What follows belongs to an exercise in optimizing a design on an open flow for small area and a short achievable clock period; a production flow would make more cautious choices. At most, simulation tests tie the RTL to the original design; equivalence was not proved. For run 1, only the layout was checked, not whether the RTL still works. Power and IR drop assume default switching activity.

## flow/design.v (module list and top-level ports; edited modules follow where they fit)
// module sig_altmult_add: 2159 lines
module sig_altmult_add
(
	input signed [15:0] dataa, datab, datac, datad,
	input 		clock, aclr,
	output reg 	[32:0] result
);
  // ...
==> flow/flow/run.sh <==
#!/bin/bash
set -uo pipefail
here=$(pwd)
bash standard.sh "SYNTH_ARGS=-noabc" \
  "BUFFER_PORTS_ARGS=-buffer_cell sky130_fd_sc_hd__buf_1" \
  "POST_FLOORPLAN_TCL=$here/flow/upsize.tcl" finish > run_make.log 2>&1
status=$?
tail -20 run_make.log
exit $status
==> flow/flow/upsize.tcl <==
foreach inst [get_cells -quiet {a_r* c_r* m0_* m1_*}] {
  if {[get_property [get_lib_cells -of_objects $inst] name] == "sky130_fd_sc_hd__dfxtp_1"} {
    replace_cell $inst sky130_fd_sc_hd__dfxtp_4
  }
}
==> flow/standard.sh <==
#!/bin/bash
# synth_recipe.tcl (not shown) runs the flow's synth.tcl, then flattens the netlist and writes it again
# the make line also repeats each setting of config.mk as NAME=value (left out here)
make -C /OpenROAD-flow-scripts/flow DESIGN_CONFIG=/design/flow/config.mk WORK_HOME=/design/flow/orfs CLKGATE_MAP_FILE= SYNTH_SCRIPT=/design/flow/synth_recipe.tcl "${@:-finish}"
==> flow/config.mk <==
export PLATFORM = sky130hd
export DESIGN_NAME = sig_altmult_add
export DESIGN_NICKNAME = sig_altmult_add
export VERILOG_FILES = /design/flow/design.v
export SDC_FILE = /design/flow/constraint.sdc
export NUM_CORES = 4
export LEC_CHECK = 0
export CAP_MARGIN = 20
export CORE_MARGIN = 2
export CORE_UTILIZATION = 40
export CTS_BUF_LIST = sky130_fd_sc_hd__clkbuf_8
export CTS_CLUSTER_DIAMETER = 60
export CTS_CLUSTER_SIZE = 16
export SETUP_SLACK_MARGIN = 3.95
export SLEW_MARGIN = 20
==> flow/constraint.sdc <==
create_clock -name core_clock -period 7.0 [get_ports {clock}]
set_input_delay 1.4000 -clock core_clock [delete_from_list [all_inputs] [get_ports {clock}]]
set_output_delay 1.4000 -clock core_clock [all_outputs]
set_load 0.01 [all_outputs]
==> results_dict.tcl, run 1 <==
set metrics [dict create \
    finalCritPeriodShare_pct 44.1 \
    wl_met3_mm 3.94 \
    first_iter_violations 1035 \
    drtPass1Iterations 8 \
    hold_class "flip-flop to flip-flop" \
    post-place-ws_ns 3.76 \
    use_met3_pct 4.26 \
    clk_pin_slew_ns 0.10 \
    yosysMostFrequentCell "xnor2_1" \
    status "timing/DRC/antenna clean" \
    portBuffers 98 \
    register_area_sq_um 4630 \
    grt_usage_pct 20.9 \
    power_density_nw_per_um2 618 \
    htreeDepth 1 \
    fp.dieH_microns 206 \
    synthArstFlopShare_pct 16.9 \
    setup_slack_ns 3.92 \
    fin_util_pct 45.0 \
    nNonClkBuffers 123 \
    cts.sinks 207 \
    ys_seq_area_share_pct 26.5 \
    reg2regPathDepth 12 \
    fin_total_pwr_mw 11.3 \
    clockBufferDepth 3 \
    instances_no_fill 2045 \
    synth_cell_types 54 \
    peakVddDrop_v 0.000382 \
    vias_per_cell 5.52 \
    die-area_sq_um 42400 \
    mappedNetlistNets 1827 \
]
==> inputs of run 2 (changes only) <==
--- a/flow/design.v
+++ b/flow/design.v
@@ -3,17 +3,17 @@
 	input signed [15:0] dataa, datab, datac, datad,
 	input 		clock, aclr,
 	output reg 	[32:0] result
 );
   reg [15:0] a_r, c_r;
   reg [7:0] m0_one_r, m0_two_r, m0_neg_r, m1_one_r, m1_two_r, m1_neg_r;
   reg [91:0] t_r;
   reg [32:0] s_r;
-  reg v1, v2;
+  reg v1, v2, v3;
   wire [7:0] one0, two0, neg0;
   wire [7:0] one1, two1, neg1;
   wire m0_pp0_0;
   wire m0_pp0_1;
   wire m0_pp0_2;
   wire m0_pp0_3;
   wire m0_pp0_4;
   wire m0_pp0_5;
@@ -2138,22 +2138,23 @@
     t_r[84] <= c406;
     t_r[85] <= c370;
     t_r[86] <= s371;
     t_r[87] <= s407;
     t_r[88] <= s177;
     t_r[89] <= c292;
     t_r[90] <= c408;
     t_r[91] <= c178;
+    s_r <= sum;
   end
   always @(posedge clock or posedge aclr) begin
     if (aclr) begin
       v1 <= 1'b0;
       v2 <= 1'b0;
-      s_r <= {33{1'b0}};
+      v3 <= 1'b0;
     end else begin
       v1 <= 1'b1;
       v2 <= v1;
-      s_r <= v2 ? sum : {33{1'b0}};
+      v3 <= v2;
     end
   end
-  always @* result = s_r;
+  always @* result = s_r & {33{v3}};
 endmodule
==> flow/config.mk (replaced) <==
export PLATFORM = sky130hd
export DESIGN_NAME = sig_altmult_add
export DESIGN_NICKNAME = sig_altmult_add
export VERILOG_FILES = /design/flow/design.v
export SDC_FILE = /design/flow/constraint.sdc
export NUM_CORES = 4
export LEC_CHECK = 0
export CAP_MARGIN = 20
export CORE_MARGIN = 2
export CORE_UTILIZATION = 40
export CTS_BUF_LIST = sky130_fd_sc_hd__clkbuf_16
export CTS_CLUSTER_DIAMETER = 100
export CTS_CLUSTER_SIZE = 28
export SETUP_SLACK_MARGIN = 3.95
export SLEW_MARGIN = 20
==> results_dict.tcl, run 2 <==
set metrics [dict create \
    fp.coreArea_sq_um 40000 \
    top_register "t_r" \
    insertion_delay_ns 0.50 \
    synthToLayoutAreaGrowth_pct 9.16 \
    first_iter_violations 1313 \
    grt_pass1_wl_mm 67.6 \
    synthXorXnorAreaFrac_pct 19.8 \
    largest_register_ff_count 92 \
    yosys.area_share.simple_pct 4.37 \
    syn_inst 1511 \
    fin_crit_ns 3.06 \
    worst_setup_path_end_kind "flip-flop" \
    mappedNetlistNets 1841 \
    most-common-layout-cells "xnor2_1, a22oi_1, fa_1, dfxtp_1, buf_1" \
    row_count 73 \
    yosysTopAreaCell "dfxtp_1" \
    synthMuxAreaShare_pct 0 \
    synth_compound_area_share_pct 14.1 \
    final_common_cell "xnor2_1" \
    grt_usage_pct 20.8 \
    gr-total-overflow 0 \
    grt_start_max_net_pins 34 \
    dr_total_vias 11085 \
    fp.dieH_microns 206 \
    grt_antenna_before_repair 0 \
    yosysMostFrequentCell "xnor2_1" \
    portBuffers 98 \
    path_class "flip-flop to flip-flop" \
    rsz0062_at_grt "true" \
    clk_pin_slew_ns 0.10 \
    ys_seq_area_share_pct 25.6 \
    clockBufferDepth 3 \
    ys_seq_elements 208 \
    largestRegisters "t_r: 92 flops, s_r: 33 flops" \
    tns_ns 0 \
    worstPathArrival_ns 3.51 \
    finalCritPeriodShare_pct 43.7 \
    ios 99 \
    drive_gt1_share_pct 10.5 \
    skew_ns 0.0259 \
    synth_top_family_by_area "adder cells" \
    synth_fa_ha_area_share_pct 31.5 \
    slowest_stage "fa_1" \
    fin_total_pwr_mw 11.3 \
    cts.sinks 208 \
    power_density_nw_per_um2 637 \
    peakVddDrop_v 0.000451 \
    diodes 0 \
    cp-start-kind "flip-flop" \
    syn_area_sq_um 16300 \
    die-area_sq_um 42400 \
    ant_nets 0 \
    fin_util_pct 44.5 \
    ctsRootBufferMaster "clkbuf_16" \
    slew_violations 0 \
    ys.warnings.count 1 \
    cap_violations 0 \
    syn_area_per_cell_sq_um 10.8 \
    drc 0 \
    synth_cell_types 54 \
    fin_hold_ws_ns 0.359 \
    gp_congestion 0.881 \
    synthArstFlopShare_pct 1.44 \
    ys.flop_type "dfxtp_1" \
    synth_edf_count 0 \
    dieWidth_microns 206 \
    setup_viol 0 \
    cp.required_ns 7.45 \
    leakage_nw 6.41 \
    path_max_fanout 4 \
    dpl.cell_count 1989 \
    hpwl_mm 32.1 \
    hold_viol 0 \
    htreeDepth 1 \
    path_cells "fa_1 > xnor2_1 > xnor2_1 > ha_4 > a21o_1 > a211o_1 > a31oi_4 > nand2b_4 > a31oi_4 > or4b_1 > nand4b_1" \
    tritoncts "yes" \
    nets 1816 \
    totalWireLength_mm 43.4 \
    cts_made_buffers 12 \
    cp_slowest_stage_delay_ns 0.51 \
    status "timing/DRC/antenna clean" \
    drtPass1Iterations 5 \
    synth_common_cells "xnor2_1, a22oi_1, dfxtp_1" \
    vias_per_cell 5.50 \
    start_util_pct 40.7 \
    wl_per_cell_microns 21.5 \
    synth_area_leaders "dfxtp_1, fa_1, xnor2_1, a22oi_1, ha_1" \
    hold_class "flip-flop to flip-flop" \
    yosys.area.top_type_share_pct 25.2 \
    grt_pass1_vias 11370 \
    instances_no_fill 2017 \
    max_freq_ghz 0.327 \
]
[run 2: cell types whose count changed in the layout (fill, tap and decap cells not counted), sizes merged, moves of 4 or more]
cell / delta
and2: +25
buf: -16
nor2: -6
clkinv: -5
clkbuf: -8
nand2: -6
and3: -6
dfxtp: +33
xor2: +6
dfrtp: -32
a21o: -4
[run 2: per-layer routing]
metal / up-vias / track usage (%) / wire, microns
met1: 5580 / 29.8 / 19600
li1: 5000 / - / -
met5: - / 0 / 0
met4: 0 / 5.59 / 925
met2: 440 / 31.6 / 19200
met3: 65 / 4.71 / 3660
[run 2: stage by stage]
stage | area (sq um) | worst slack [ns]
after floorplan | 16400 | 3.92
after global placement | 17100 | 3.79
after detailed placement | 17100 | 3.72
after CTS | 17700 | 3.87
after global routing | 17800 | 3.79
final | 17800 | 3.94
[run 2: logic make-up (layout without fill, tap and decap cells)]
logic type | count (synthesis) | after routing
AND/OR/NAND/NOR | 129 | 129
buffers and inverters | 199 | 180
other | 1 | 1
AO/OA/AOI/OAI | 313 | 313
adder cells (fa/ha/maj) | 294 | 294
flip-flops | 208 | 208
XOR/XNOR | 367 | 367
[run 2: worst max-delay path: cells and delay by family, from the launching register on]
kind	cells	cell delay, ns
flip-flops	1	0.34
XOR/XNOR	2	0.43
adder cells (fa/ha/maj)	2	0.78
AND/OR/NAND/NOR	3	0.72
AO/OA/AOI/OAI	4	0.75
[run 2: worst paths after layout]
check	from	to	slack [ns]	cells past startpoint
worst max-delay path	t_r[49]	s_r[26]	3.94	11
worst min-delay path	v2	v3	0.36	0
worst max register to register	t_r[49]	s_r[26]	3.94	11
worst min register to register	v2	v3	0.36	0
max in group asynchronous	aclr	v3	6.14	2
min in group asynchronous	aclr	v3	0.71	2
[run 2: power breakdown]
| group | internal [mW] | total [mW] | leakage (nW) | switching [mW] |
|---|---|---|---|---|
| Clock | 0.376 | 0.794 | 0.207 | 0.417 |
| Combinational | 4.20 | 8.39 | 4.41 | 4.19 |
| Sequential | 1.75 | 2.15 | 1.79 | 0.395 |
[run 2: cell type report]
cell class | instances | area, sq um
clock buffers | 14 | 350
clock inverters | 6 | 55.1
repair buffers | 106 | 428
multi-input cells | 1104 | 11600
fillers | 3770 | 22200
inverters | 54 | 203
well taps | 525 | 657
flip-flops and latches | 208 | 4490
[run 2: timing repair]
item / in CTS / in global routing
hold buffers: 0 / 0
setup buffers: 6 / 2
gates resized for setup: 27 / 19
endpoints found under the setup margin: 43 / 43
pin swaps: 17 / 21
==> inputs of run 3 (changes only) <==
==> flow/flow/run.sh (replaced) <==
#!/bin/bash
# The standard layout (standard.sh), with two changes: Yosys's generic
# pre-mapping abc pass is skipped (SYNTH_ARGS=-noabc) so the full adders it
# extracts keep their natural polarity, and the ports are buffered with
# buf_1 cells. The make output goes to run_make.log, each tool's log to
# orfs/logs/.
set -uo pipefail
bash standard.sh "SYNTH_ARGS=-noabc" "BUFFER_PORTS_ARGS=-buffer_cell sky130_fd_sc_hd__buf_1" finish > run_make.log 2>&1
status=$?
tail -20 run_make.log
exit $status
--- a/flow/config.mk
+++ b/flow/config.mk
@@ -10,5 +10,5 @@
 export CORE_UTILIZATION = 40
-export CTS_BUF_LIST = sky130_fd_sc_hd__clkbuf_16
-export CTS_CLUSTER_DIAMETER = 100
-export CTS_CLUSTER_SIZE = 28
+export CTS_BUF_LIST = sky130_fd_sc_hd__clkbuf_8
+export CTS_CLUSTER_DIAMETER = 60
+export CTS_CLUSTER_SIZE = 16
 export SETUP_SLACK_MARGIN = 3.95
removed: flow/flow/upsize.tcl
==> results_dict.tcl, run 3 <==
set metrics [dict create \
    path_max_fanout 3 \
    cts_made_buffers 22 \
    ios 99 \
    clk_pin_slew_ns 0.10 \
    vias_per_cell 5.58 \
    insertion_delay_ns 0.59 \
    yosys.area.top_type_share_pct 25.2 \
    ys.flop_type "dfxtp_1" \
    leakage_nw 6.58 \
    nets 1843 \
    cp_top_family "adder cells" \
    grt_usage_pct 21.5 \
    grt_antenna_before_repair 0 \
    fp.dieH_microns 206 \
    max_freq_ghz 0.321 \
    slew_headroom_pct 60.0 \
    grt_pass1_vias 11592 \
    ant_nets 0 \
    yosys.area_share.simple_pct 4.37 \
    synth_compound_area_share_pct 14.1 \
    fin_crit_ns 3.12 \
    worst_setup_path_end_kind "flip-flop" \
    wl_per_cell_microns 22.2 \
    syn_area_sq_um 16300 \
    drive_gt1_share_pct 13.2 \
    rsz0062_at_grt "true" \
    worst_slew_pin_slew_ns 0.600 \
    synth_cell_types 54 \
    ys_seq_area_share_pct 25.6 \
    grt_pass1_wl_mm 69.7 \
    die-area_sq_um 42400 \
    hpwl_mm 32.6 \
    cp-start-kind "flip-flop" \
    cap_violations 0 \
    path_cells "ha_4 > maj3_2 > xnor2_2 > xnor2_2 > ha_4 > a21o_4 > a211o_1 > a31oi_4 > nand2b_4 > a31oi_4 > or4b_1 > nand4b_1" \
    worstPathArrival_ns 3.65 \
    syn_inst 1511 \
    r2r_slack_ns 3.88 \
    first_iter_violations 1181 \
    dieWidth_microns 206 \
    fp.coreArea_sq_um 40000 \
    peakVddDrop_v 0.000510 \
    synth_fa_ha_area_share_pct 31.5 \
    largest_register_ff_count 92 \
    totalWireLength_mm 45.5 \
    power_density_nw_per_um2 651 \
    finalCritPeriodShare_pct 44.6 \
    drtPass1Iterations 7 \
    cts.sinks 208 \
    most-common-layout-cells "xnor2_1, a22oi_1, fa_1, dfxtp_1, buf_1" \
    tritoncts "yes" \
    ys.warnings.count 1 \
    diodes 0 \
    synth_area_leaders "dfxtp_1, fa_1, xnor2_1, a22oi_1, ha_1" \
    ys_seq_elements 208 \
    htreeDepth 1 \
    drc 0 \
    fin_util_pct 45.1 \
    path_class "flip-flop to flip-flop" \
    synthXorXnorAreaFrac_pct 19.8 \
    dr_total_vias 11457 \
    ctsHoldBuffers 0 \
    largestRegisters "t_r: 92 flops, s_r: 33 flops" \
    mappedNetlistNets 1841 \
    tns_ns 0 \
    top_register "t_r" \
    slowest_stage "or4b_1" \
    grt_start_max_net_pins 34 \
    synth_top_family_by_area "adder cells" \
    slew_violations 0 \
    portBuffers 98 \
    clockBufferDepth 3 \
    synthMuxAreaShare_pct 0 \
    cp_slowest_stage_delay_ns 0.50 \
    skew_ns 0.0271 \
    hold_viol 0 \
    hold_class "flip-flop to flip-flop" \
    final_common_cell "xnor2_1" \
    row_count 73 \
    setup_viol 0 \
    crit_buf_inv 0 \
    start_util_pct 40.7 \
    gr-total-overflow 0 \
    gp_congestion 0.935 \
    yosysTopAreaCell "dfxtp_1" \
    synthToLayoutAreaGrowth_pct 10.6 \
    synthArstFlopShare_pct 1.44 \
    ctsRootBufferMaster "clkbuf_8" \
    status "timing/DRC/antenna clean" \
    cp.required_ns 7.53 \
    yosysMostFrequentCell "xnor2_1" \
    synth_edf_count 0 \
    synth_common_cells "xnor2_1, a22oi_1, dfxtp_1" \
    syn_area_per_cell_sq_um 10.8 \
]
[run 3: cell types whose count changed in the layout (fill, tap and decap cells not counted), moves of 2 or more]
cell / before / now
buf_4: 8 / 23
buf_6: 0 / 2
clkbuf_16: 14 / 0
clkbuf_8: 0 / 24
clkinv_2: 0 / 2
clkinv_8: 0 / 2
dfxtp_1: 121 / 133
dfxtp_2: 4 / 16
dfxtp_4: 80 / 56
ha_1: 53 / 50
ha_2: 1 / 4
inv_6: 1 / 5
xnor2_1: 305 / 295
xnor2_2: 6 / 16
[run 3: cell type report]
type,instances,area (sq um)
clock buffer,24,330
sequential,208,4410
timing repair buffer,123,563
clock inverter,14,125
tap,525,657
fill,3764,22000
multi-input combinational,1104,11700
inverter,54,203
[run 3: per-stage QoR]
step                      area (sq um)  hold WS [ns]  std cells  worst slack, ns  power (mW)
after floorplan                  16400         0.331       1511             3.92        7.63
after global placement           16900         0.335       2000             3.63        9.23
after detailed placement         16900         0.336       2000             3.58        9.38
after CTS                        17600         0.363       2046             3.82        11.1
after global routing             18000         0.366       2052             3.76        12.8
final                            18000         0.361       2052             3.88        11.7
[run 3: final timing paths]
check | startpoint | endpoint | cells past startpoint
max in group asynchronous | aclr | v3 | 2
setup / recovery | t_r[53] | s_r[26] | 12
hold / removal | v1 | v2 | 0
min in group asynchronous | aclr | v3 | 2
setup reg to reg | t_r[53] | s_r[26] | 12
hold reg to reg | v1 | v2 | 0
[run 3: power breakdown]
| part | total, mW | switching [mW] | internal, mW |
|---|---|---|---|
| Sequential | 2.16 | 0.401 | 1.76 |
| Combinational | 8.74 | 4.31 | 4.43 |
| Clock | 0.845 | 0.501 | 0.344 |
[run 3: worst reg2reg max path, stage by stage, from the launching register on]
cell and delay [ns]:
dfxtp_2 0.34, ha_4 0.24, maj3_2 0.34, xnor2_2 0.22, xnor2_2 0.15, ha_4 0.24, a21o_4 0.20, a211o_1 0.30
a31oi_4 0.19, nand2b_4 0.17, a31oi_4 0.10, or4b_1 0.50, nand4b_1 0.09
[run 3: logic make-up after synthesis]
kind of cell             after synthesis
AO/OA/AOI/OAI                        313
XOR/XNOR                             367
AND/OR/NAND/NOR                      129
adder cells (fa/ha/maj)              294
buffers and inverters                199
flip-flops                           208
other                                  1
[run 3: per-layer routing]
metal / global-route usage, % / vias to the layer above / share of wire, %
met4: 6.17 / 0 / 2.1
met5: 0 / - / 0
met3: 4.46 / 88 / 9.2
met2: 32.1 / 596 / 44
met1: 31.3 / 5709 / 45
li1: - / 5064 / -
[run 3: what timing repair did]
item	CTS	global route
resized for setup	102	92
setup endpoints to repair	85	40
pin swaps	23	25
hold endpoints to repair	0	0
setup buffers	8	6

==> re-timing with driven ports <==
In the flow no input, the clock included, has a driving cell. The finished layouts below were timed again as built, in two steps. Step 1: set_driving_cell puts a clkbuf_16 on clock and a buf_2 on each other input, an assumption about the parent block. Step 2, shift: input delay + t, output delay - t, t = (earliest + latest rising clock arrival at the registers) / 2. This alone moves slack from input paths to output paths. a / b / c = ideal ports / drivers / drivers and shift; a / b = the first two.
run	t (ns)	setup WS [ns]	worst register clock-pin slew, ns	worst data-port slew with drivers (ns)	pins driven straight from the clock port
run 1	0.605	3.915 / 3.915 / 3.915	0.10 / 0.10	0.04	1
run 2	0.541	3.943 / 3.943 / 3.943	0.10 / 0.10	0.05	1
run 3	0.621	3.881 / 3.881 / 3.881	0.10 / 0.10	0.05	1
After both steps setup and hold are still met in every run listed.
